From an optimization exercise on the open Yosys and OpenROAD flow, aimed at small area and a short achievable clock period; shortcuts taken in it are not production practice. In this exercise RTL edits were held to simulation tests only and were not proved equivalent to the original. No activity file was given, so power comes from the tool's default toggle rates.

==> inputs of job 6154 <==
## sync_fifo
module sync_fifo #(
    parameter DWIDTH = 32,
    parameter AWIDTH = 5
) (
    input  wire              clk, rstn,
    input  wire              wren, rden,
    input  wire [DWIDTH-1:0] din,
    output wire [DWIDTH-1:0] dout,
    output wire              full,
    output wire              empty
);   
    localparam DEPTH = 1 << AWIDTH;
    reg [AWIDTH:0]   cnt;         
    reg              empty_q;     
    reg              one_q;       
    reg              full_q;      
    reg [AWIDTH-1:0] wptr, rptr;  
    reg [DWIDTH-1:0] head;        
    assign empty = empty_q;
    assign full  = full_q;
    assign dout  = head;
    wire do_wr = wren & ~full_q;
    wire do_rd = rden & ~empty_q;
    wire load_din = empty_q | (one_q & rden);
    wire load_buf = rden & ~empty_q & ~one_q;
    wire wr_buf = do_wr & ~load_din;
    function automatic [AWIDTH-1:0] lfsr_next(input [AWIDTH-1:0] p);
        lfsr_next = {p[AWIDTH-2:0], p[4] ^ p[2]};
    endfunction
  ...
==> module fifo_mem, before the edit <==
module fifo_mem #(
    parameter int DWIDTH = 32,
    parameter int AWIDTH = 5
) (   
    input  wire              clk, wen,
    input  wire [AWIDTH-1:0] waddr, raddr,
    input  wire [DWIDTH-1:0] wdata,
    output wire [DWIDTH-1:0] rdata
);  
    localparam int DEPTH = 1 << AWIDTH;
    reg [DWIDTH-1:0] mem[1:DEPTH-1];
    genvar i;
    generate
        for (i = 1; i < DEPTH; i = i + 1) begin : g_row
            always @(posedge clk) begin
                if (wen && waddr == i) mem[i] <= wdata;
            end
        end
    endgenerate
    wire [DWIDTH-1:0] rows[DEPTH];
    assign rows[0] = mem[DEPTH-1];
    generate
        for (i = 1; i < DEPTH; i = i + 1) begin : g_rd
            assign rows[i] = mem[i];
        end
    endgenerate
    assign rdata = rows[raddr];
endmodule
==> module sync_fifo, before the edit <==
module sync_fifo #(
    parameter DWIDTH = 32,
    parameter AWIDTH = 5
) (
    input  wire              clk, rstn,
    input  wire              wren, rden,
    input  wire [DWIDTH-1:0] din,
    output wire [DWIDTH-1:0] dout,
    output wire              full,
    output wire              empty
);   
    localparam DEPTH = 1 << AWIDTH;
    reg [AWIDTH:0]   cnt;         
    reg              empty_q;     
    reg              one_q;       
    reg              full_q;      
    reg [AWIDTH-1:0] wptr, rptr;  
    reg [DWIDTH-1:0] head;        
    assign empty = empty_q;
    assign full  = full_q;
    assign dout  = head;
    wire do_wr = wren & ~full_q;
    wire do_rd = rden & ~empty_q;
    wire load_din = empty_q | (one_q & rden);
    wire load_buf = rden & ~empty_q & ~one_q;
    wire wr_buf = do_wr & ~load_din;
    function automatic [AWIDTH-1:0] lfsr_next(input [AWIDTH-1:0] p);
        lfsr_next = {p[AWIDTH-2:0], p[4] ^ p[2]};
    endfunction
    wire [DWIDTH-1:0] buf_rdata;
    fifo_mem #(
        .DWIDTH(DWIDTH),
        .AWIDTH(AWIDTH)
    ) u_fifomem (
        .clk  (clk),
        .wen  (~full_q),
        .waddr(wptr),
        .raddr(rptr),
        .wdata(din),
        .rdata(buf_rdata)
    );
    always @(posedge clk) begin
        if (load_din) head <= din;
        else if (load_buf) head <= buf_rdata;
    end
    wire [AWIDTH:0] cnt_nxt = cnt + {{AWIDTH{1'b0}}, do_wr} - {{AWIDTH{1'b0}}, do_rd};
    always @(posedge clk or negedge rstn) begin
        if (~rstn) begin
            cnt     <= 0;
            empty_q <= 1'b1;
            one_q   <= 1'b0;
            full_q  <= 1'b0;
            wptr    <= 1;
            rptr    <= 1;
        end else begin
            cnt     <= cnt_nxt;
            empty_q <= cnt_nxt == 0;
            one_q   <= cnt_nxt == 1;
            full_q  <= cnt_nxt == DEPTH;
            if (wr_buf) wptr <= lfsr_next(wptr);
            if (load_buf) rptr <= lfsr_next(rptr);
        end
    end
endmodule
==> flow/config.mk <==
export PLATFORM = sky130hd
export DESIGN_NAME = sync_fifo
export DESIGN_NICKNAME = sync_fifo
export VERILOG_FILES = /design/flow/design.v
export SDC_FILE = /design/flow/constraint.sdc
export NUM_CORES = 4
export LEC_CHECK = 0
export CAP_MARGIN = 20
export CORE_MARGIN = 2
export CORE_UTILIZATION = 40
export SLEW_MARGIN = 20
==> flow/constraint.sdc <==
create_clock -name core_clock -period 4.0 [get_ports {clk}]
set_input_delay 0.8000 -clock core_clock [delete_from_list [all_inputs] [get_ports {clk}]]
set_output_delay 0.8000 -clock core_clock [all_outputs]
set_load 0.01 [all_outputs]
run.sh (not shown) runs the stock make flow with config.mk's settings and CLKGATE_MAP_FILE= SYNTH_SCRIPT=/design/flow/synth_recipe.tcl, a recipe that flattens the netlist after the stock synthesis.
==> inputs of job 3868, as changes to job 6154 <==
==> flow/design.v (replaced) <==
module rd_ao222n (
    input  wire a1, a2, b1, b2, c1, c2,
    output wire y
);
    assign y = ~((a1 & a2) | (b1 & b2) | (c1 & c2));
endmodule
module rd_ao22n (
    input  wire a1, a2, b1, b2,
    output wire y
);
    assign y = ~((a1 & a2) | (b1 & b2));
endmodule
module rd_o31ai (
    input  wire a1, a2, a3, b1,
    output wire y
);
    assign y = ~((a1 | a2 | a3) & b1);
endmodule
module rd_nand2 (
    input  wire a, b,
    output wire y
);
    assign y = ~(a & b);
endmodule
module rd_nand3 (
    input  wire a, b, c,
    output wire y
);
    assign y = ~(a & b & c);
endmodule
module rd_nand4 (
    input  wire a, b, c, d,
    output wire y
);
    assign y = ~(a & b & c & d);
endmodule
module rd_or31 (
    input  wire [30:0] sel,
    input  wire [30:0] d,
    output wire [2:0]  y
);
    wire [10:0] t;
    genvar p;
    generate
        for (p = 0; p < 10; p = p + 1) begin : g_tri
            rd_ao222n u_ao (
                .a1(sel[3*p]),   .a2(d[3*p]),
                .b1(sel[3*p+1]), .b2(d[3*p+1]),
                .c1(sel[3*p+2]), .c2(d[3*p+2]),
                .y (t[p])
            );
        end
    endgenerate
    rd_nand2 u_last (.a(sel[30]), .b(d[30]), .y(t[10]));
    rd_nand4 u_n0 (.a(t[0]), .b(t[1]), .c(t[2]), .d(t[3]), .y(y[0]));
    rd_nand4 u_n1 (.a(t[4]), .b(t[5]), .c(t[6]), .d(t[7]), .y(y[1]));
    rd_nand3 u_n2 (.a(t[8]), .b(t[9]), .c(t[10]), .y(y[2]));
endmodule
module fifo_mem #(
    parameter int DWIDTH = 32,
    parameter int NROWS  = 31
) (   
    input  wire              clk,
    input  wire [NROWS-1:0]  wsel, rsel,
    input  wire [DWIDTH-1:0] wdata,
    output wire [DWIDTH-1:0] rpart0, rpart1, rpart2
);  
    reg [DWIDTH-1:0] mem[NROWS];
    genvar i, j;
    generate
        for (i = 0; i < NROWS; i = i + 1) begin : g_row
            always @(posedge clk) begin
                if (wsel[i]) mem[i] <= wdata;
            end
        end
        for (j = 0; j < DWIDTH; j = j + 1) begin : g_bit
            wire [NROWS-1:0] col;
            for (i = 0; i < NROWS; i = i + 1) begin : g_col
                assign col[i] = mem[i][j];
            end
            rd_or31 u_or (.sel(rsel), .d(col), .y({rpart2[j], rpart1[j], rpart0[j]}));
        end
    endgenerate
endmodule
module sync_fifo #(
    parameter DWIDTH = 32,
    parameter AWIDTH = 5
) (
    input  wire              clk, rstn,
    input  wire              wren, rden,
    input  wire [DWIDTH-1:0] din,
    output wire [DWIDTH-1:0] dout,
    output wire              full,
    output wire              empty
);   
    localparam DEPTH = 1 << AWIDTH;
    localparam NROWS = DEPTH - 1;
    localparam JW = DEPTH / 2;
    reg [AWIDTH:0]   cnt;         
    reg              empty_q;     
    reg              one_q;       
    reg              full_q;      
    reg [JW-1:0]     wptr;        
    reg [NROWS-1:0]  rsel;        
    reg [DWIDTH-1:0] head;        
    wire do_wr = wren & ~full_q;
    wire do_rd = rden & ~empty_q;
    wire load_din = empty_q | (one_q & rden);
    wire load_buf = rden & ~empty_q & ~one_q;
    wire hold = ~load_din & ~load_buf;
    wire wr_buf = do_wr & ~load_din;
    function automatic [JW-1:0] john_next(input [JW-1:0] p);
        john_next = {p[JW-2:0], ~(p[JW-1] & p[JW-2])};
    endfunction
    reg [NROWS-1:0] wsel;
    always @(*) begin
        for (int k = 0; k < NROWS; k = k + 1) begin
            if (k < JW - 1)
                wsel[k] = ~full_q & wptr[k] & ~wptr[k+1];
            else if (k == JW - 1)
                wsel[k] = ~full_q & wptr[JW-1] & wptr[0];
            else
                wsel[k] = ~full_q & ~wptr[k-JW] & wptr[k-JW+1];
        end
    end
    wire [DWIDTH-1:0] rpart0, rpart1, rpart2;
    fifo_mem #(
        .DWIDTH(DWIDTH),
        .NROWS (NROWS)
    ) u_fifomem (
        .clk   (clk),
        .wsel  (wsel),
        .rsel  (rsel),
        .wdata (din),
        .rpart0(rpart0),
        .rpart1(rpart1),
        .rpart2(rpart2)
    );
    wire [DWIDTH-1:0] head_nxt, hx, hy;
    genvar j;
    generate
        for (j = 0; j < DWIDTH; j = j + 1) begin : g_head
            rd_o31ai u_x (
                .a1(rpart0[j]), .a2(rpart1[j]), .a3(rpart2[j]), .b1(load_buf), .y(hx[j])
            );
            rd_ao22n u_y (.a1(load_din), .a2(din[j]), .b1(hold), .b2(head[j]), .y(hy[j]));
            rd_nand2 u_h (.a(hx[j]), .b(hy[j]), .y(head_nxt[j]));
        end
    endgenerate
    always @(posedge clk) begin
        head <= head_nxt;
    end
    wire inc = do_wr & ~do_rd;
    wire dec = do_rd & ~do_wr;
    wire [AWIDTH:0] cnt_up, cnt_dn;
    wire cnt_is31, cnt_is2;
    fifo_cnt_step u_step (
        .c   (cnt),
        .up  (cnt_up),
        .dn  (cnt_dn),
        .is31(cnt_is31),
        .is2 (cnt_is2)
    );
    wire empty_nxt = inc ? 1'b0 : dec ? one_q : empty_q;
    wire one_nxt   = inc ? empty_q : dec ? cnt_is2 : one_q;
    wire full_nxt  = inc ? cnt_is31 : dec ? 1'b0 : full_q;
    always @(posedge clk or negedge rstn) begin
        if (~rstn) begin
            cnt     <= 0;
            empty_q <= 1'b1;
            one_q   <= 1'b0;
            full_q  <= 1'b0;
            wptr    <= 1;
            rsel    <= 1;
        end else begin
            cnt     <= inc ? cnt_up : dec ? cnt_dn : cnt;
            empty_q <= empty_nxt;
            one_q   <= one_nxt;
            full_q  <= full_nxt;
            if (wr_buf) wptr <= john_next(wptr);
            if (load_buf) rsel <= {rsel[NROWS-2:0], rsel[NROWS-1]};
        end
    end
    assign dout = head;
    assign empty = empty_q;
    assign full  = full_q;
endmodule
module fifo_cnt_step (
    input  wire [5:0] c,
    output wire [5:0] up,
    output wire [5:0] dn,
    output wire       is31,
    output wire       is2
);
    assign up   = c + 1'b1;
    assign dn   = c - 1'b1;
    assign is31 = c == 6'd31;
    assign is2  = c == 6'd2;
endmodule
--- a/flow/config.mk
+++ b/flow/config.mk
@@ -9,3 +9,9 @@
 export CORE_MARGIN = 2
-export CORE_UTILIZATION = 40
+export CORE_UTILIZATION = 65
+export CTS_CLUSTER_DIAMETER = 100
+export CTS_CLUSTER_SIZE = 25
+export PLACE_DENSITY = 0.85
+export SETUP_SLACK_MARGIN = 1.95
 export SLEW_MARGIN = 20
+export SYNTH_HIERARCHICAL = 1
+export SYNTH_MINIMUM_KEEP_SIZE = 0
==> inputs of job 7732, as changes to job 6154 <==
--- a/flow/design.v
+++ b/flow/design.v
@@ -73,3 +73,6 @@
     end
-    wire [AWIDTH:0] cnt_nxt = cnt + {{AWIDTH{1'b0}}, do_wr} - {{AWIDTH{1'b0}}, do_rd};
+    wire inc = do_wr & ~do_rd;
+    wire dec = do_rd & ~do_wr;
+    wire [AWIDTH:0] cnt_up = cnt + 1'b1;
+    wire [AWIDTH:0] cnt_dn = cnt - 1'b1;
     always @(posedge clk or negedge rstn) begin
@@ -83,6 +86,13 @@
         end else begin
-            cnt     <= cnt_nxt;
-            empty_q <= cnt_nxt == 0;
-            one_q   <= cnt_nxt == 1;
-            full_q  <= cnt_nxt == DEPTH;
+            if (inc) begin
+                cnt     <= cnt_up;
+                empty_q <= 1'b0;
+                one_q   <= empty_q;
+                full_q  <= cnt == DEPTH - 1;
+            end else if (dec) begin
+                cnt     <= cnt_dn;
+                empty_q <= one_q;
+                one_q   <= cnt == 2;
+                full_q  <= 1'b0;
+            end
             if (wr_buf) wptr <= lfsr_next(wptr);
--- a/flow/config.mk
+++ b/flow/config.mk
@@ -9,3 +9,4 @@
 export CORE_MARGIN = 2
-export CORE_UTILIZATION = 40
+export CORE_UTILIZATION = 65
+export SETUP_SLACK_MARGIN = 2.0
 export SLEW_MARGIN = 20
==> impl_metrics.yaml <==
layout:
  summed_area_of_non_filler_cells_in_the_final_layout_um2: 42500
  layout-drive-gt1-share_pct: 22.3
power:
  seqPwrFrac_pct: 62.6
  power.sequential.total_mw: 16.9
timing:
  fin_crit_ps: 2100
global_routing:
  gr-usage-met2_pct: 54.0
  globalRouteMet3Util_pct: 9.46
run_status:
  status: "timing/DRC/antenna clean"
yosys:
  synth-compound-area-share_pct: 10.7
That was job 3868.
==> impl_metrics.yaml <==
run_status:
  status: "timing/DRC/antenna clean"
power:
  seqPwrFrac_pct: 40.2
  fin_total_pwr_mw: 34.9
  power.sequential.total_mw: 14.0
layout:
  layout-drive-gt1-share_pct: 34.9
  summed_area_of_non_filler_cells_in_the_final_layout_um2: 50700
global_routing:
  globalRouteMet3Util_pct: 19.9
  gr-usage-met2_pct: 70.0
yosys:
  post-synth-top-area-fraction_pct: 79.5
  synth-compound-area-share_pct: 10.0
timing:
  fin_crit_ps: 2780
That was job 7732.
==> impl_metrics.yaml <==
yosys:
  synth-compound-area-share_pct: 8.85
  ys_warn_count: 3
run_status:
  status: "timing/DRC/antenna clean"
global_routing:
  grt_max_degree: 52
  globalRouteMet3Util_pct: 6.10
layout:
  summed_area_of_non_filler_cells_in_the_final_layout_um2: 45300
  layout-drive-gt1-share_pct: 14.4
  proportion_of_cell_area_occupied_by_multi_input_gates_pct: 16.5
power:
  power.sequential.total_mw: 14.0
  seqPwrFrac_pct: 45.4
worst_setup_path:
  reg2reg_slack_ps: 610
timing:
  fin_crit_ps: 3390
That was job 6154.

-- re-timing with driven ports --
Ports are ideal in the flow. The routed layouts listed here were re-timed in OpenROAD. Step 1, drivers: a clkbuf_16 drives clk and a buf_2 each remaining input, both assumed. Step 2 adds t to the input delays and takes it off the output delays; t is the mean of the earliest and latest rising clock arrival at the registers after step 1. Input paths then give back, and output paths get back, about the clock's delay inside the block. Three values: no drivers, after step 1, after step 2; two values: the first two.
run | t, ns | slack for setup (ns) | latest minus earliest clock arrival (ns) | cell pins on the clock port's net
job 6154 | 0.736 | 0.614 / 0.614 / 0.404 | 0.026 / 0.026 | 1
job 3868 | 0.701 | 1.896 / 1.831 / 1.412 | 0.022 / 0.022 | 1
job 7732 | 0.747 | 1.217 / 1.217 / 1.145 | 0.037 / 0.036 | 1
After both steps setup and hold are still met in every run listed. For job 3868, which loses most, drivers alone change the setup slack by -0.065 ns; drivers and shift together by -0.484 ns.
